Context: an optimization exercise on an open-source flow, tuned for small area, a short achievable clock period and few clock cycles. The choices shown serve that exercise and are no tape-out recipe. The RTL was checked by simulation tests, not by an equivalence proof against the original design. Power and IR drop assume default switching activity.

## flow/design.v (module list and top-level ports; edited modules follow where they fit)
// module fa: 5 lines
// module ha: 5 lines
// module top: 5226 lines
module top(clk, rst, start, x, y, z, mem_rdata, mem_addr, mem_wdata, mem_wen, done);
  // ...
==> flow/run.sh <==
#!/bin/bash
# synth_recipe.tcl (not shown) runs the flow's synth.tcl, then flattens the netlist and writes it again
# the make line also repeats each setting of config.mk as NAME=value (left out here)
make -C /OpenROAD-flow-scripts/flow DESIGN_CONFIG=/design/flow/config.mk WORK_HOME=/design/flow/orfs CLKGATE_MAP_FILE= SYNTH_SCRIPT=/design/flow/synth_recipe.tcl finish
==> flow/config.mk <==
export PLATFORM = sky130hd
export DESIGN_NAME = top
export DESIGN_NICKNAME = top
export VERILOG_FILES = /design/flow/design.v
export SDC_FILE = /design/flow/constraint.sdc
export NUM_CORES = 4
export LEC_CHECK = 0
export CAP_MARGIN = 20
export CORE_MARGIN = 2
export CORE_UTILIZATION = 40
export SLEW_MARGIN = 20
export SYNTH_HIERARCHICAL = 1
==> flow/constraint.sdc <==
create_clock -name core_clock -period 10.0 [get_ports {clk}]
set_input_delay 2.0000 -clock core_clock [delete_from_list [all_inputs] [get_ports {clk}]]
set_output_delay 2.0000 -clock core_clock [all_outputs]
set_load 0.01 [all_outputs]
==> run summary, run 1 <==
multiplexer share of the synthesized area: 0.0129
Synth Cell Area: 47,500 um^2
met3 wire len: 12,200 um
Max-cap violations: 0
initial antenna violation count: 14
final hold violations: 0
Seq/Total Area, Yosys: 0.414
Compound-Gate Fraction of Synth Area: 0.0218
switch share: 0.355
worst-skew pair later-pin latency: 0.69 ns
DR WL met2: 59,200 um
syn avg cell area: 14.1 um^2
area of the multi-input gates: 27,700 um^2
initial drt markers: 2,190
largest class: multi-input combinational cells
htree depth: 3
placed insts: 4,975
final core occ: 0.454
Synth Area in XOR/XNOR: 0.00627
# fillers: 10,512
Die ar.: 121,000 um^2
Switching Power: 4.73 mW
outcome: timing/DRC/antenna clean
Syn Inst Count: 3,372
Slew HR: 0.318
Finished Layout Cells: 5,162
Hold Path Class: flip-flop to flip-flop
#FFs+latches synth: 879
Leakage: 24.6 nW
Testbench counts, summed over its fixed seeds: cycles 6,744.
==> inputs of run 2 (changes only) <==
--- a/flow/design.v
+++ b/flow/design.v
@@ -3,16 +3,32 @@
 output s, co;
 assign {co, s} = {1'b0, a} + {1'b0, b} + {1'b0, c};
 endmodule
 module ha(a, b, s, co);
 input a, b;
 output s, co;
 assign {co, s} = {1'b0, a} + {1'b0, b};
 endmodule
+module hn(a, b, s, co);
+input a, b;
+output s, co;
+assign s = ~(a ^ b);
+assign co = a | b;
+endmodule
+module nd(a, b, y);
+input a, b;
+output y;
+assign y = ~(a & b);
+endmodule
+module an(a, b, y);
+input a, b;
+output y;
+assign y = a & b;
+endmodule
 module top(clk, rst, start, x, y, z, mem_rdata, mem_addr, mem_wdata, mem_wen, done);
 input clk, rst, start;
 input [8:0] x, y, z;
 input [31:0] mem_rdata;
 output reg [8:0] mem_addr;
 output reg [7:0] mem_wdata;
 output reg mem_wen;
 output reg done;
@@ -20,20 +36,30 @@
 reg go;              
 reg [4:0] s;         
 reg [4:0] rho;       
 reg [8:0] iaddr, faddr, waddr;
 reg [7:0] wcnt;      
 reg lastw;
 wire idle = !running && !done;
 wire s_end = (s == 5'd16);
-wire ld_next  = running && ((s_end && rho <= 5'd14) ||
-                ((s == 5'd3 || s == 5'd7 || s == 5'd11) && rho <= 5'd15));
-wire ld_now   = running && rho <= 5'd15 && (s == 5'd0 || s == 5'd4 || s == 5'd8 || s == 5'd12);
-wire fl_next  = running && rho == 5'd0 && (s == 5'd0 || s == 5'd1 || s == 5'd2 || s == 5'd4);
+wire [4:0] sn = go ? 5'd0 : (s_end ? 5'd0 : s + 5'd1);
+wire [4:0] rn = go ? 5'd0 : (s_end ? rho + 5'd1 : rho);
+wire act = go || running;
+reg ld_now, ld_next, fl_next;
+always @(posedge clk) begin
+  if (rst) begin
+    ld_now <= 1'b0; ld_next <= 1'b0; fl_next <= 1'b0;
+  end else begin
+    ld_now  <= act && rn <= 5'd15 && (sn == 5'd0 || sn == 5'd4 || sn == 5'd8 || sn == 5'd12);
+    ld_next <= act && ((sn == 5'd16 && rn <= 5'd14) ||
+                       ((sn == 5'd3 || sn == 5'd7 || sn == 5'd11) && rn <= 5'd15));
+    fl_next <= act && rn == 5'd0 && (sn == 5'd0 || sn == 5'd1 || sn == 5'd2 || sn == 5'd4);
+  end
+end
 wire win_v = running && (((s >= 5'd5) && rho >= 5'd3 && rho <= 5'd15) ||
                          ((s == 5'd0) && rho >= 5'd4 && rho <= 5'd16));
 reg [31:0] P;
 reg [7:0] C [0:54];
 integer n;
 always @(posedge clk) begin
   P <= ld_now ? mem_rdata : {P[23:0], 8'h00};
   C[0] <= P[31:24];
@@ -3147,18 +3173,17 @@
 fa u_s95(.a(c70), .b(c82), .c(c68), .s(s95), .co(c96));
 ha u_s97(.a(pp3), .b(pp10), .s(s97), .co(c98));
 fa u_s99(.a(pp18), .b(pp25), .c(s85), .s(s99), .co(c100));
 fa u_s101(.a(c86), .b(s71), .c(s87), .s(s101), .co(c102));
 fa u_s103(.a(c88), .b(s73), .c(s89), .s(s103), .co(c104));
 fa u_s105(.a(c90), .b(s79), .c(s91), .s(s105), .co(c106));
 fa u_s107(.a(c92), .b(s83), .c(s93), .s(s107), .co(c108));
 fa u_s109(.a(s95), .b(c84), .c(c94), .s(s109), .co(c110));
-wire [8:0] cy111_s = {1'b0, c106, c104, c102, c100, c98, s97, pp2, pp1} + {1'b0, s107, s105, s103, s101, s99, pp17, pp9, 1'b0};
-assign cy111 = cy111_s[8];
+assign cy111 = ((c106 & s107) | ((c106 | s107) & ((c104 & s105) | ((c104 | s105) & ((c102 & s103) | ((c102 | s103) & ((c100 & s101) | ((c100 | s101) & ((c98 & s99) | ((c98 | s99) & ((s97 & pp17) | ((s97 | pp17) & ((pp2 & pp9))))))))))))));
 assign pp112 = (w[8] & f[8]);
 assign pp113 = (w[8] & f[9]);
 assign pp114 = (w[8] & f[10]);
 assign pp115 = (w[8] & f[11]);
 assign pp116 = (w[8] & f[12]);
 assign pp117 = (w[8] & f[13]);
 assign pp118 = (w[8] & f[14]);
 assign pp119 = (w[8] & f[15]);
@@ -3236,18 +3261,17 @@
 fa u_s206(.a(c181), .b(c193), .c(c179), .s(s206), .co(c207));
 ha u_s208(.a(pp114), .b(pp121), .s(s208), .co(c209));
 fa u_s210(.a(pp129), .b(pp136), .c(s196), .s(s210), .co(c211));
 fa u_s212(.a(c197), .b(s182), .c(s198), .s(s212), .co(c213));
 fa u_s214(.a(c199), .b(s184), .c(s200), .s(s214), .co(c215));
 fa u_s216(.a(c201), .b(s190), .c(s202), .s(s216), .co(c217));
 fa u_s218(.a(c203), .b(s194), .c(s204), .s(s218), .co(c219));
 fa u_s220(.a(s206), .b(c195), .c(c205), .s(s220), .co(c221));
-wire [8:0] cy222_s = {1'b0, c217, c215, c213, c211, c209, s208, pp113, pp112} + {1'b0, s218, s216, s214, s212, s210, pp128, pp120, 1'b0};
-assign cy222 = cy222_s[8];
+assign cy222 = ((c217 & s218) | ((c217 | s218) & ((c215 & s216) | ((c215 | s216) & ((c213 & s214) | ((c213 | s214) & ((c211 & s212) | ((c211 | s212) & ((c209 & s210) | ((c209 | s210) & ((s208 & pp128) | ((s208 | pp128) & ((pp113 & pp120))))))))))))));
 assign pp223 = (w[16] & f[16]);
 assign pp224 = (w[16] & f[17]);
 assign pp225 = (w[16] & f[18]);
 assign pp226 = (w[16] & f[19]);
 assign pp227 = (w[16] & f[20]);
 assign pp228 = (w[16] & f[21]);
 assign pp229 = (w[16] & f[22]);
 assign pp230 = (w[16] & f[23]);
@@ -3325,18 +3349,17 @@
 fa u_s317(.a(c292), .b(c304), .c(c290), .s(s317), .co(c318));
 ha u_s319(.a(pp225), .b(pp232), .s(s319), .co(c320));
 fa u_s321(.a(pp240), .b(pp247), .c(s307), .s(s321), .co(c322));
 fa u_s323(.a(c308), .b(s293), .c(s309), .s(s323), .co(c324));
 fa u_s325(.a(c310), .b(s295), .c(s311), .s(s325), .co(c326));
 fa u_s327(.a(c312), .b(s301), .c(s313), .s(s327), .co(c328));
 fa u_s329(.a(c314), .b(s305), .c(s315), .s(s329), .co(c330));
 fa u_s331(.a(s317), .b(c306), .c(c316), .s(s331), .co(c332));
-wire [8:0] cy333_s = {1'b0, c328, c326, c324, c322, c320, s319, pp224, pp223} + {1'b0, s329, s327, s325, s323, s321, pp239, pp231, 1'b0};
-assign cy333 = cy333_s[8];
+assign cy333 = ((c328 & s329) | ((c328 | s329) & ((c326 & s327) | ((c326 | s327) & ((c324 & s325) | ((c324 | s325) & ((c322 & s323) | ((c322 | s323) & ((c320 & s321) | ((c320 | s321) & ((s319 & pp239) | ((s319 | pp239) & ((pp224 & pp231))))))))))))));
 assign pp334 = (w[24] & f[24]);
 assign pp335 = (w[24] & f[25]);
 assign pp336 = (w[24] & f[26]);
 assign pp337 = (w[24] & f[27]);
 assign pp338 = (w[24] & f[28]);
 assign pp339 = (w[24] & f[29]);
 assign pp340 = (w[24] & f[30]);
 assign pp341 = (w[24] & f[31]);
@@ -3414,18 +3437,17 @@
 fa u_s428(.a(c403), .b(c415), .c(c401), .s(s428), .co(c429));
 ha u_s430(.a(pp336), .b(pp343), .s(s430), .co(c431));
 fa u_s432(.a(pp351), .b(pp358), .c(s418), .s(s432), .co(c433));
 fa u_s434(.a(c419), .b(s404), .c(s420), .s(s434), .co(c435));
 fa u_s436(.a(c421), .b(s406), .c(s422), .s(s436), .co(c437));
 fa u_s438(.a(c423), .b(s412), .c(s424), .s(s438), .co(c439));
 fa u_s440(.a(c425), .b(s416), .c(s426), .s(s440), .co(c441));
 fa u_s442(.a(s428), .b(c417), .c(c427), .s(s442), .co(c443));
-wire [8:0] cy444_s = {1'b0, c439, c437, c435, c433, c431, s430, pp335, pp334} + {1'b0, s440, s438, s436, s434, s432, pp350, pp342, 1'b0};
-assign cy444 = cy444_s[8];
+assign cy444 = ((c439 & s440) | ((c439 | s440) & ((c437 & s438) | ((c437 | s438) & ((c435 & s436) | ((c435 | s436) & ((c433 & s434) | ((c433 | s434) & ((c431 & s432) | ((c431 | s432) & ((s430 & pp350) | ((s430 | pp350) & ((pp335 & pp342))))))))))))));
 assign pp445 = (w[32] & f[32]);
 assign pp446 = (w[32] & f[33]);
 assign pp447 = (w[32] & f[34]);
 assign pp448 = (w[32] & f[35]);
 assign pp449 = (w[32] & f[36]);
 assign pp450 = (w[32] & f[37]);
 assign pp451 = (w[32] & f[38]);
 assign pp452 = (w[32] & f[39]);
@@ -3503,18 +3525,17 @@
 fa u_s539(.a(c514), .b(c526), .c(c512), .s(s539), .co(c540));
 ha u_s541(.a(pp447), .b(pp454), .s(s541), .co(c542));
 fa u_s543(.a(pp462), .b(pp469), .c(s529), .s(s543), .co(c544));
 fa u_s545(.a(c530), .b(s515), .c(s531), .s(s545), .co(c546));
 fa u_s547(.a(c532), .b(s517), .c(s533), .s(s547), .co(c548));
 fa u_s549(.a(c534), .b(s523), .c(s535), .s(s549), .co(c550));
 fa u_s551(.a(c536), .b(s527), .c(s537), .s(s551), .co(c552));
 fa u_s553(.a(s539), .b(c528), .c(c538), .s(s553), .co(c554));
-wire [8:0] cy555_s = {1'b0, c550, c548, c546, c544, c542, s541, pp446, pp445} + {1'b0, s551, s549, s547, s545, s543, pp461, pp453, 1'b0};
-assign cy555 = cy555_s[8];
+assign cy555 = ((c550 & s551) | ((c550 | s551) & ((c548 & s549) | ((c548 | s549) & ((c546 & s547) | ((c546 | s547) & ((c544 & s545) | ((c544 | s545) & ((c542 & s543) | ((c542 | s543) & ((s541 & pp461) | ((s541 | pp461) & ((pp446 & pp453))))))))))))));
 assign pp556 = (w[40] & f[40]);
 assign pp557 = (w[40] & f[41]);
 assign pp558 = (w[40] & f[42]);
 assign pp559 = (w[40] & f[43]);
 assign pp560 = (w[40] & f[44]);
 assign pp561 = (w[40] & f[45]);
 assign pp562 = (w[40] & f[46]);
 assign pp563 = (w[40] & f[47]);
@@ -3592,18 +3613,17 @@
 fa u_s650(.a(c625), .b(c637), .c(c623), .s(s650), .co(c651));
 ha u_s652(.a(pp558), .b(pp565), .s(s652), .co(c653));
 fa u_s654(.a(pp573), .b(pp580), .c(s640), .s(s654), .co(c655));
 fa u_s656(.a(c641), .b(s626), .c(s642), .s(s656), .co(c657));
 fa u_s658(.a(c643), .b(s628), .c(s644), .s(s658), .co(c659));
 fa u_s660(.a(c645), .b(s634), .c(s646), .s(s660), .co(c661));
 fa u_s662(.a(c647), .b(s638), .c(s648), .s(s662), .co(c663));
 fa u_s664(.a(s650), .b(c639), .c(c649), .s(s664), .co(c665));
-wire [8:0] cy666_s = {1'b0, c661, c659, c657, c655, c653, s652, pp557, pp556} + {1'b0, s662, s660, s658, s656, s654, pp572, pp564, 1'b0};
-assign cy666 = cy666_s[8];
+assign cy666 = ((c661 & s662) | ((c661 | s662) & ((c659 & s660) | ((c659 | s660) & ((c657 & s658) | ((c657 | s658) & ((c655 & s656) | ((c655 | s656) & ((c653 & s654) | ((c653 | s654) & ((s652 & pp572) | ((s652 | pp572) & ((pp557 & pp564))))))))))))));
 assign pp667 = (w[48] & f[48]);
 assign pp668 = (w[48] & f[49]);
 assign pp669 = (w[48] & f[50]);
 assign pp670 = (w[48] & f[51]);
 assign pp671 = (w[48] & f[52]);
 assign pp672 = (w[48] & f[53]);
 assign pp673 = (w[48] & f[54]);
 assign pp674 = (w[48] & f[55]);
@@ -3681,18 +3701,17 @@
 fa u_s761(.a(c736), .b(c748), .c(c734), .s(s761), .co(c762));
 ha u_s763(.a(pp669), .b(pp676), .s(s763), .co(c764));
 fa u_s765(.a(pp684), .b(pp691), .c(s751), .s(s765), .co(c766));
 fa u_s767(.a(c752), .b(s737), .c(s753), .s(s767), .co(c768));
 fa u_s769(.a(c754), .b(s739), .c(s755), .s(s769), .co(c770));
 fa u_s771(.a(c756), .b(s745), .c(s757), .s(s771), .co(c772));
 fa u_s773(.a(c758), .b(s749), .c(s759), .s(s773), .co(c774));
 fa u_s775(.a(s761), .b(c750), .c(c760), .s(s775), .co(c776));
-wire [8:0] cy777_s = {1'b0, c772, c770, c768, c766, c764, s763, pp668, pp667} + {1'b0, s773, s771, s769, s767, s765, pp683, pp675, 1'b0};
-assign cy777 = cy777_s[8];
+assign cy777 = ((c772 & s773) | ((c772 | s773) & ((c770 & s771) | ((c770 | s771) & ((c768 & s769) | ((c768 | s769) & ((c766 & s767) | ((c766 | s767) & ((c764 & s765) | ((c764 | s765) & ((s763 & pp683) | ((s763 | pp683) & ((pp668 & pp675))))))))))))));
 assign pp778 = (w[56] & f[56]);
 assign pp779 = (w[56] & f[57]);
 assign pp780 = (w[56] & f[58]);
 assign pp781 = (w[56] & f[59]);
 assign pp782 = (w[56] & f[60]);
 assign pp783 = (w[56] & f[61]);
 assign pp784 = (w[56] & f[62]);
 assign pp785 = (w[56] & f[63]);
@@ -3770,18 +3789,17 @@
 fa u_s872(.a(c847), .b(c859), .c(c845), .s(s872), .co(c873));
 ha u_s874(.a(pp780), .b(pp787), .s(s874), .co(c875));
 fa u_s876(.a(pp795), .b(pp802), .c(s862), .s(s876), .co(c877));
 fa u_s878(.a(c863), .b(s848), .c(s864), .s(s878), .co(c879));
 fa u_s880(.a(c865), .b(s850), .c(s866), .s(s880), .co(c881));
 fa u_s882(.a(c867), .b(s856), .c(s868), .s(s882), .co(c883));
 fa u_s884(.a(c869), .b(s860), .c(s870), .s(s884), .co(c885));
 fa u_s886(.a(s872), .b(c861), .c(c871), .s(s886), .co(c887));
-wire [8:0] cy888_s = {1'b0, c883, c881, c879, c877, c875, s874, pp779, pp778} + {1'b0, s884, s882, s880, s878, s876, pp794, pp786, 1'b0};
-assign cy888 = cy888_s[8];
+assign cy888 = ((c883 & s884) | ((c883 | s884) & ((c881 & s882) | ((c881 | s882) & ((c879 & s880) | ((c879 | s880) & ((c877 & s878) | ((c877 | s878) & ((c875 & s876) | ((c875 | s876) & ((s874 & pp794) | ((s874 | pp794) & ((pp779 & pp786))))))))))))));
 assign pp889 = (w[64] & f[64]);
 assign pp890 = (w[64] & f[65]);
 assign pp891 = (w[64] & f[66]);
 assign pp892 = (w[64] & f[67]);
 assign pp893 = (w[64] & f[68]);
 assign pp894 = (w[64] & f[69]);
 assign pp895 = (w[64] & f[70]);
 assign pp896 = (w[64] & f[71]);
@@ -3859,18 +3877,17 @@
 fa u_s983(.a(c958), .b(c970), .c(c956), .s(s983), .co(c984));
 ha u_s985(.a(pp891), .b(pp898), .s(s985), .co(c986));
 fa u_s987(.a(pp906), .b(pp913), .c(s973), .s(s987), .co(c988));
 fa u_s989(.a(c974), .b(s959), .c(s975), .s(s989), .co(c990));
 fa u_s991(.a(c976), .b(s961), .c(s977), .s(s991), .co(c992));
 fa u_s993(.a(c978), .b(s967), .c(s979), .s(s993), .co(c994));
 fa u_s995(.a(c980), .b(s971), .c(s981), .s(s995), .co(c996));
 fa u_s997(.a(s983), .b(c972), .c(c982), .s(s997), .co(c998));
-wire [8:0] cy999_s = {1'b0, c994, c992, c990, c988, c986, s985, pp890, pp889} + {1'b0, s995, s993, s991, s989, s987, pp905, pp897, 1'b0};
-assign cy999 = cy999_s[8];
+assign cy999 = ((c994 & s995) | ((c994 | s995) & ((c992 & s993) | ((c992 | s993) & ((c990 & s991) | ((c990 | s991) & ((c988 & s989) | ((c988 | s989) & ((c986 & s987) | ((c986 | s987) & ((s985 & pp905) | ((s985 | pp905) & ((pp890 & pp897))))))))))))));
 assign pp1000 = (w[72] & f[72]);
 assign pp1001 = (w[72] & f[73]);
 assign pp1002 = (w[72] & f[74]);
 assign pp1003 = (w[72] & f[75]);
 assign pp1004 = (w[72] & f[76]);
 assign pp1005 = (w[72] & f[77]);
 assign pp1006 = (w[72] & f[78]);
 assign pp1007 = (w[72] & f[79]);
@@ -3948,18 +3965,17 @@
 fa u_s1094(.a(c1069), .b(c1081), .c(c1067), .s(s1094), .co(c1095));
 ha u_s1096(.a(pp1002), .b(pp1009), .s(s1096), .co(c1097));
 fa u_s1098(.a(pp1017), .b(pp1024), .c(s1084), .s(s1098), .co(c1099));
 fa u_s1100(.a(c1085), .b(s1070), .c(s1086), .s(s1100), .co(c1101));
 fa u_s1102(.a(c1087), .b(s1072), .c(s1088), .s(s1102), .co(c1103));
 fa u_s1104(.a(c1089), .b(s1078), .c(s1090), .s(s1104), .co(c1105));
 fa u_s1106(.a(c1091), .b(s1082), .c(s1092), .s(s1106), .co(c1107));
 fa u_s1108(.a(s1094), .b(c1083), .c(c1093), .s(s1108), .co(c1109));
-wire [8:0] cy1110_s = {1'b0, c1105, c1103, c1101, c1099, c1097, s1096, pp1001, pp1000} + {1'b0, s1106, s1104, s1102, s1100, s1098, pp1016, pp1008, 1'b0};
-assign cy1110 = cy1110_s[8];
+assign cy1110 = ((c1105 & s1106) | ((c1105 | s1106) & ((c1103 & s1104) | ((c1103 | s1104) & ((c1101 & s1102) | ((c1101 | s1102) & ((c1099 & s1100) | ((c1099 | s1100) & ((c1097 & s1098) | ((c1097 | s1098) & ((s1096 & pp1016) | ((s1096 | pp1016) & ((pp1001 & pp1008))))))))))))));
 assign pp1111 = (w[80] & f[80]);
 assign pp1112 = (w[80] & f[81]);
 assign pp1113 = (w[80] & f[82]);
 assign pp1114 = (w[80] & f[83]);
 assign pp1115 = (w[80] & f[84]);
 assign pp1116 = (w[80] & f[85]);
 assign pp1117 = (w[80] & f[86]);
 assign pp1118 = (w[80] & f[87]);
@@ -4037,18 +4053,17 @@
 fa u_s1205(.a(c1180), .b(c1192), .c(c1178), .s(s1205), .co(c1206));
 ha u_s1207(.a(pp1113), .b(pp1120), .s(s1207), .co(c1208));
 fa u_s1209(.a(pp1128), .b(pp1135), .c(s1195), .s(s1209), .co(c1210));
 fa u_s1211(.a(c1196), .b(s1181), .c(s1197), .s(s1211), .co(c1212));
 fa u_s1213(.a(c1198), .b(s1183), .c(s1199), .s(s1213), .co(c1214));
 fa u_s1215(.a(c1200), .b(s1189), .c(s1201), .s(s1215), .co(c1216));
 fa u_s1217(.a(c1202), .b(s1193), .c(s1203), .s(s1217), .co(c1218));
 fa u_s1219(.a(s1205), .b(c1194), .c(c1204), .s(s1219), .co(c1220));
-wire [8:0] cy1221_s = {1'b0, c1216, c1214, c1212, c1210, c1208, s1207, pp1112, pp1111} + {1'b0, s1217, s1215, s1213, s1211, s1209, pp1127, pp1119, 1'b0};
-assign cy1221 = cy1221_s[8];
+assign cy1221 = ((c1216 & s1217) | ((c1216 | s1217) & ((c1214 & s1215) | ((c1214 | s1215) & ((c1212 & s1213) | ((c1212 | s1213) & ((c1210 & s1211) | ((c1210 | s1211) & ((c1208 & s1209) | ((c1208 | s1209) & ((s1207 & pp1127) | ((s1207 | pp1127) & ((pp1112 & pp1119))))))))))))));
 assign pp1222 = (w[88] & f[88]);
 assign pp1223 = (w[88] & f[89]);
 assign pp1224 = (w[88] & f[90]);
 assign pp1225 = (w[88] & f[91]);
 assign pp1226 = (w[88] & f[92]);
 assign pp1227 = (w[88] & f[93]);
 assign pp1228 = (w[88] & f[94]);
 assign pp1229 = (w[88] & f[95]);
@@ -4126,18 +4141,17 @@
 fa u_s1316(.a(c1291), .b(c1303), .c(c1289), .s(s1316), .co(c1317));
 ha u_s1318(.a(pp1224), .b(pp1231), .s(s1318), .co(c1319));
 fa u_s1320(.a(pp1239), .b(pp1246), .c(s1306), .s(s1320), .co(c1321));
 fa u_s1322(.a(c1307), .b(s1292), .c(s1308), .s(s1322), .co(c1323));
 fa u_s1324(.a(c1309), .b(s1294), .c(s1310), .s(s1324), .co(c1325));
 fa u_s1326(.a(c1311), .b(s1300), .c(s1312), .s(s1326), .co(c1327));
 fa u_s1328(.a(c1313), .b(s1304), .c(s1314), .s(s1328), .co(c1329));
 fa u_s1330(.a(s1316), .b(c1305), .c(c1315), .s(s1330), .co(c1331));
-wire [8:0] cy1332_s = {1'b0, c1327, c1325, c1323, c1321, c1319, s1318, pp1223, pp1222} + {1'b0, s1328, s1326, s1324, s1322, s1320, pp1238, pp1230, 1'b0};
-assign cy1332 = cy1332_s[8];
+assign cy1332 = ((c1327 & s1328) | ((c1327 | s1328) & ((c1325 & s1326) | ((c1325 | s1326) & ((c1323 & s1324) | ((c1323 | s1324) & ((c1321 & s1322) | ((c1321 | s1322) & ((c1319 & s1320) | ((c1319 | s1320) & ((s1318 & pp1238) | ((s1318 | pp1238) & ((pp1223 & pp1230))))))))))))));
 assign pp1333 = (w[96] & f[96]);
 assign pp1334 = (w[96] & f[97]);
 assign pp1335 = (w[96] & f[98]);
 assign pp1336 = (w[96] & f[99]);
 assign pp1337 = (w[96] & f[100]);
 assign pp1338 = (w[96] & f[101]);
 assign pp1339 = (w[96] & f[102]);
 assign pp1340 = (w[96] & f[103]);
@@ -4215,18 +4229,17 @@
 fa u_s1427(.a(c1402), .b(c1414), .c(c1400), .s(s1427), .co(c1428));
 ha u_s1429(.a(pp1335), .b(pp1342), .s(s1429), .co(c1430));
 fa u_s1431(.a(pp1350), .b(pp1357), .c(s1417), .s(s1431), .co(c1432));
 fa u_s1433(.a(c1418), .b(s1403), .c(s1419), .s(s1433), .co(c1434));
 fa u_s1435(.a(c1420), .b(s1405), .c(s1421), .s(s1435), .co(c1436));
 fa u_s1437(.a(c1422), .b(s1411), .c(s1423), .s(s1437), .co(c1438));
 fa u_s1439(.a(c1424), .b(s1415), .c(s1425), .s(s1439), .co(c1440));
 fa u_s1441(.a(s1427), .b(c1416), .c(c1426), .s(s1441), .co(c1442));
-wire [8:0] cy1443_s = {1'b0, c1438, c1436, c1434, c1432, c1430, s1429, pp1334, pp1333} + {1'b0, s1439, s1437, s1435, s1433, s1431, pp1349, pp1341, 1'b0};
-assign cy1443 = cy1443_s[8];
+assign cy1443 = ((c1438 & s1439) | ((c1438 | s1439) & ((c1436 & s1437) | ((c1436 | s1437) & ((c1434 & s1435) | ((c1434 | s1435) & ((c1432 & s1433) | ((c1432 | s1433) & ((c1430 & s1431) | ((c1430 | s1431) & ((s1429 & pp1349) | ((s1429 | pp1349) & ((pp1334 & pp1341))))))))))))));
 assign pp1444 = (w[104] & f[104]);
 assign pp1445 = (w[104] & f[105]);
 assign pp1446 = (w[104] & f[106]);
 assign pp1447 = (w[104] & f[107]);
 assign pp1448 = (w[104] & f[108]);
 assign pp1449 = (w[104] & f[109]);
 assign pp1450 = (w[104] & f[110]);
 assign pp1451 = (w[104] & f[111]);
@@ -4304,18 +4317,17 @@
 fa u_s1538(.a(c1513), .b(c1525), .c(c1511), .s(s1538), .co(c1539));
 ha u_s1540(.a(pp1446), .b(pp1453), .s(s1540), .co(c1541));
 fa u_s1542(.a(pp1461), .b(pp1468), .c(s1528), .s(s1542), .co(c1543));
 fa u_s1544(.a(c1529), .b(s1514), .c(s1530), .s(s1544), .co(c1545));
 fa u_s1546(.a(c1531), .b(s1516), .c(s1532), .s(s1546), .co(c1547));
 fa u_s1548(.a(c1533), .b(s1522), .c(s1534), .s(s1548), .co(c1549));
 fa u_s1550(.a(c1535), .b(s1526), .c(s1536), .s(s1550), .co(c1551));
 fa u_s1552(.a(s1538), .b(c1527), .c(c1537), .s(s1552), .co(c1553));
-wire [8:0] cy1554_s = {1'b0, c1549, c1547, c1545, c1543, c1541, s1540, pp1445, pp1444} + {1'b0, s1550, s1548, s1546, s1544, s1542, pp1460, pp1452, 1'b0};
-assign cy1554 = cy1554_s[8];
+assign cy1554 = ((c1549 & s1550) | ((c1549 | s1550) & ((c1547 & s1548) | ((c1547 | s1548) & ((c1545 & s1546) | ((c1545 | s1546) & ((c1543 & s1544) | ((c1543 | s1544) & ((c1541 & s1542) | ((c1541 | s1542) & ((s1540 & pp1460) | ((s1540 | pp1460) & ((pp1445 & pp1452))))))))))))));
 assign pp1555 = (w[112] & f[112]);
 assign pp1556 = (w[112] & f[113]);
 assign pp1557 = (w[112] & f[114]);
 assign pp1558 = (w[112] & f[115]);
 assign pp1559 = (w[112] & f[116]);
 assign pp1560 = (w[112] & f[117]);
 assign pp1561 = (w[112] & f[118]);
 assign pp1562 = (w[112] & f[119]);
@@ -4393,18 +4405,17 @@
 fa u_s1649(.a(c1624), .b(c1636), .c(c1622), .s(s1649), .co(c1650));
 ha u_s1651(.a(pp1557), .b(pp1564), .s(s1651), .co(c1652));
 fa u_s1653(.a(pp1572), .b(pp1579), .c(s1639), .s(s1653), .co(c1654));
 fa u_s1655(.a(c1640), .b(s1625), .c(s1641), .s(s1655), .co(c1656));
 fa u_s1657(.a(c1642), .b(s1627), .c(s1643), .s(s1657), .co(c1658));
 fa u_s1659(.a(c1644), .b(s1633), .c(s1645), .s(s1659), .co(c1660));
 fa u_s1661(.a(c1646), .b(s1637), .c(s1647), .s(s1661), .co(c1662));
 fa u_s1663(.a(s1649), .b(c1638), .c(c1648), .s(s1663), .co(c1664));
-wire [8:0] cy1665_s = {1'b0, c1660, c1658, c1656, c1654, c1652, s1651, pp1556, pp1555} + {1'b0, s1661, s1659, s1657, s1655, s1653, pp1571, pp1563, 1'b0};
-assign cy1665 = cy1665_s[8];
+assign cy1665 = ((c1660 & s1661) | ((c1660 | s1661) & ((c1658 & s1659) | ((c1658 | s1659) & ((c1656 & s1657) | ((c1656 | s1657) & ((c1654 & s1655) | ((c1654 | s1655) & ((c1652 & s1653) | ((c1652 | s1653) & ((s1651 & pp1571) | ((s1651 | pp1571) & ((pp1556 & pp1563))))))))))))));
 assign pp1666 = (w[120] & f[120]);
 assign pp1667 = (w[120] & f[121]);
 assign pp1668 = (w[120] & f[122]);
 assign pp1669 = (w[120] & f[123]);
 assign pp1670 = (w[120] & f[124]);
 assign pp1671 = (w[120] & f[125]);
 assign pp1672 = (w[120] & f[126]);
 assign pp1673 = (w[120] & f[127]);
@@ -4482,18 +4493,17 @@
 fa u_s1760(.a(c1735), .b(c1747), .c(c1733), .s(s1760), .co(c1761));
 ha u_s1762(.a(pp1668), .b(pp1675), .s(s1762), .co(c1763));
 fa u_s1764(.a(pp1683), .b(pp1690), .c(s1750), .s(s1764), .co(c1765));
 fa u_s1766(.a(c1751), .b(s1736), .c(s1752), .s(s1766), .co(c1767));
 fa u_s1768(.a(c1753), .b(s1738), .c(s1754), .s(s1768), .co(c1769));
 fa u_s1770(.a(c1755), .b(s1744), .c(s1756), .s(s1770), .co(c1771));
 fa u_s1772(.a(c1757), .b(s1748), .c(s1758), .s(s1772), .co(c1773));
 fa u_s1774(.a(s1760), .b(c1749), .c(c1759), .s(s1774), .co(c1775));
-wire [8:0] cy1776_s = {1'b0, c1771, c1769, c1767, c1765, c1763, s1762, pp1667, pp1666} + {1'b0, s1772, s1770, s1768, s1766, s1764, pp1682, pp1674, 1'b0};
-assign cy1776 = cy1776_s[8];
+assign cy1776 = ((c1771 & s1772) | ((c1771 | s1772) & ((c1769 & s1770) | ((c1769 | s1770) & ((c1767 & s1768) | ((c1767 | s1768) & ((c1765 & s1766) | ((c1765 | s1766) & ((c1763 & s1764) | ((c1763 | s1764) & ((s1762 & pp1682) | ((s1762 | pp1682) & ((pp1667 & pp1674))))))))))))));
 fa u_s1777(.a(pp16), .b(pp23), .c(pp30), .s(s1777), .co(c1778));
 fa u_s1779(.a(pp37), .b(pp44), .c(pp51), .s(s1779), .co(c1780));
 fa u_s1781(.a(pp58), .b(pp127), .c(pp134), .s(s1781), .co(c1782));
 fa u_s1783(.a(pp141), .b(pp148), .c(pp155), .s(s1783), .co(c1784));
 fa u_s1785(.a(pp162), .b(pp169), .c(pp238), .s(s1785), .co(c1786));
 fa u_s1787(.a(pp245), .b(pp252), .c(pp259), .s(s1787), .co(c1788));
 fa u_s1789(.a(pp266), .b(pp273), .c(pp280), .s(s1789), .co(c1790));
 fa u_s1791(.a(pp349), .b(pp356), .c(pp363), .s(s1791), .co(c1792));
==> flow/config.mk (replaced) <==
export PLATFORM = sky130hd
export DESIGN_NAME = top
export DESIGN_NICKNAME = top
export VERILOG_FILES = /design/flow/design.v
export SDC_FILE = /design/flow/constraint.sdc
export NUM_CORES = 4
export LEC_CHECK = 0
export CAP_MARGIN = 20
export CORE_MARGIN = 2
export CORE_UTILIZATION = 40
export CTS_CLUSTER_DIAMETER = 80
export CTS_CLUSTER_SIZE = 30
export SLEW_MARGIN = 20
export SYNTH_HIERARCHICAL = 1
==> run 2 against run 1 <==
- still clean on timing, DRC and antenna
- power shrank 31%
- synthesized area decreased by 1.1%
- via count decreased by 1.3%
- sequential cell count grew 3
- sequential power shrank 11%
- hold slack better by 0.0040 ns
- combinational power decreased by about 50%
- critical endpoint is now done
==> run summary, run 2 <==
# IOs: 81
# nets final: 4,478
asr flop ratio synth: 0
largest net degree at the start of global routing: 37
endpoints failing setup: 0
routed vias/inst: 5.12
Area Growth Syn to Fin: 9.67%
Die ar.: 120,000 um^2 (-1.1%)
Largest regs: C (440), F (128)
wire per inst: 25.6 um
Synth area leader: fa_1
Root Buffer: clkbuf_16
Fin Setup TNS: 0 ns
hold_ws: 0.313 ns
core area: 116,000 um^2
post-synthesis cell type count: 58
Cell Chain, Critical Path: clkdlybuf4s50_1
Final HPWL DP: 102,000 um
Hold Path Class: flip-flop to flip-flop
top post-synthesis cells by count: and2_1, fa_1, dfxtp_1
antenna-violating nets left: 0
Reg clk slew, reported paths: 0.10 ns
clock sink count: 882
Global Route met2 Usage: 0.333
All-Layer GR Usage: 0.220
die height: 347 um
RSZ-0062 raised after global routing: false
PwrDens: 179 nW/um^2
top cells by area, synth: fa_1, dfxtp_1, edfxtp_1, and2_1, ha_1
via count: 25,884
FF-to-FF End: r2624
worst-margin pin slew: 1.05 ns
row count: 125
pre-CTS WS: 6.44 ns
critical path arrival: 1.71 ns
worst-skew pair later-pin latency: 0.70 ns (about the same)
Clock Path Buffers: 3
Synth Flop Type: dfxtp_1
Slew Limit Fails: 0
syn_nets: 4,360
first-pass GRT wire length: 192,000 um
Post-CTS Hold Fix Bufs: 0
Synth Cell Area: 47,000 um^2 (-1.1%)
placed insts: 4,958 (-0.34%)
fmax: 269 MHz
final wirelength: 129,000 um
initial drt markers: 2,245 (+2.5%)
number of setup buffers added after CTS: 0
# DRC: 0
Seq/Total Area, Yosys: 0.419 (+0.00582)
Slew HR: 0.298 (-0.0203)
Max-cap violations: 0 (unchanged)
Largest Register: C
initial antenna violation count: 9 (-5)
# fillers: 10,527 (+0.14%)
TritonCTS Buffers: 50
Worst Path Required: 8.00 ns
VDD IR max: 0.000131 V
Worst R2R Path Depth: 6
HP Start: C[48][1]
syn avg cell area: 13.9 um^2 (-0.97%)
clk_skew: 0.0680 ns
outcome: timing/DRC/antenna clean
post-layout min period: 3.71 ns
PortBufs: 80
most frequent cells in the layout: and2_1, fa_1, dfxtp_1, edfxtp_1, ha_1
EDFF count, synth: 204
global routing usage on met3: 0.0512
Top delay family on crit path: buffers and inverters
final setup margin: 6.29 ns
htree depth: 2 (-1)
WS Path Type: flip-flop to primary output
met1 Use GR: 0.305
share of cells above drive strength 1: 0.0435
#FFs+latches synth: 882 (+0.34%)
Most Crowded Layer GR: met2
r2r setup slk: 6.36 ns
Yosys top cell area share: 0.332
Finished Layout Cells: 5,053 (-2.1%)
final hold violations: 0 (unchanged)
CTS tree: yes
reg-to-reg startpoint: F[0][10]
vias in the first global route: 27,841
slowest CP cell: clkdlybuf4s50_1
Critical Path Max Stage Delay: 0.59 ns
CP startpoint kind: flip-flop
gr ovfl total: 0
crit path capture type: primary output
DR pass1 iterations: 5
Die X: 347 um
Syn Inst Count: 3,368 (-0.12%)
Leakage: 23.3 nW (-5.3%)
Max FO, Critical Path: 6
final core occ: 0.443 (-0.0110)
max FFs per register: 440
WP buf/inv: 1
Synthesis Warnings: 9
Hold Path End: C[49][1]
fin crit share: 0.371
gp weighted congestion: 0.975
Initial Util: 0.404
commonest non-fill, non-tap cell in the layout: and2_1
CTS resizes: 0
hold depth: 0
count leader, synth: and2_1
## run 2: power breakdown
group	switching, mW	internal [mW]
sequential	0.354	4.09
combinational	1.29	1.08
clock	1.38	1.05
## run 2: layout make-up
cell class / instances / area, um^2 / area share
Clock inverter: 33 / 515 / 0.0100
Clock buffer: 54 / 1310 / 0.0254
Multi-Input combinational cell: 2430 / 27100 / 0.525
Tap cell: 1524 / 1910 / 0.0370
Sequential cell: 882 / 19700 / 0.382
Timing Repair Buffer: 91 / 883 / 0.0171
Antenna cell: 8 / 20.0 / 0.000389
Inverter: 31 / 116 / 0.00226
## run 2: cell families (layout without fill, tap and decap cells)
logic type               Yosys count  in the layout  synth area share
AND/OR/NAND/NOR                 1205           1205             0.153
adder cells (fa/ha/maj)          941            941             0.374
flip-flops                       882            882             0.419
AO/OA/AOI/OAI                    191            191            0.0266
buffers and inverters             56            209           0.00485
multiplexers                      49             49            0.0133
XOR/XNOR                          44             44           0.00820
other                              0              8                 0
## run 2: worst max-delay path by stage
stage               startpoint    end  slack, ns  cells after the start
floorplan              F[1][6]  r2624       6.84                      6
global placement      F[0][10]  r2624       6.44                      6
detailed placement    F[0][10]  r2624       6.44                      6
CTS                       done   done       6.20                      1
global route              done   done       6.19                      1
finish                    done   done       6.29                      1
## run 2: Yosys stat by module (local to each module, per instance)
module / flops+latches / times used / cells
top: 882 / 1 / 2467
fa: 0 / 777 / 1
ha: 0 / 124 / 1
## run 2: per-stage QoR
step	instance area [um^2]	total power, mW
after global placement	49700	6.84
after CTS	51500	9.32
after floorplan	47000	5.88
final	51500	9.24
after detailed placement	49700	6.88
after global routing	51500	9.77
## run 2: metal layers
| metal | wire [um] | share of wire | vias up |
|---|---|---|---|
| met3 | 10200 | 0.079 | 212 |
| met5 | 22 | 0.00017 | - |
| li1 | - | - | 11237 |
| met2 | 56800 | 0.44 | 870 |
| met1 | 56000 | 0.43 | 13561 |
| met4 | 6030 | 0.047 | 4 |
Testbench counts of run 2, summed over its fixed seeds: cycles 6,744.

==> separate check: timing with driven ports <==
No port has a modelled driver above. Below, the same layouts with a new extraction and two added sets of constraints.
Step 1 assumes that a clkbuf_16 drives the clock port and a buf_2 every other input.
Step 2 moves the port delays by t, midway between the first and last clock arrival at a register: inputs arrive t later, outputs are due t later. That takes back most of the time a late clock gives input paths.
Slacks: ideal ports / drivers / drivers and shift; pairs: ideal ports / drivers.
run	shift t [ns]	slack for setup (ns)	worst hold slack (ns)	worst slew at a driven data input, ns
run 1	0.748	5.762 / 5.762 / 5.762	0.309 / 0.309 / 0.309	0.06
run 2	0.734	6.287 / 6.217 / 6.358	0.313 / 0.313 / 0.313	0.07
After both steps setup and hold are still met in every run listed.
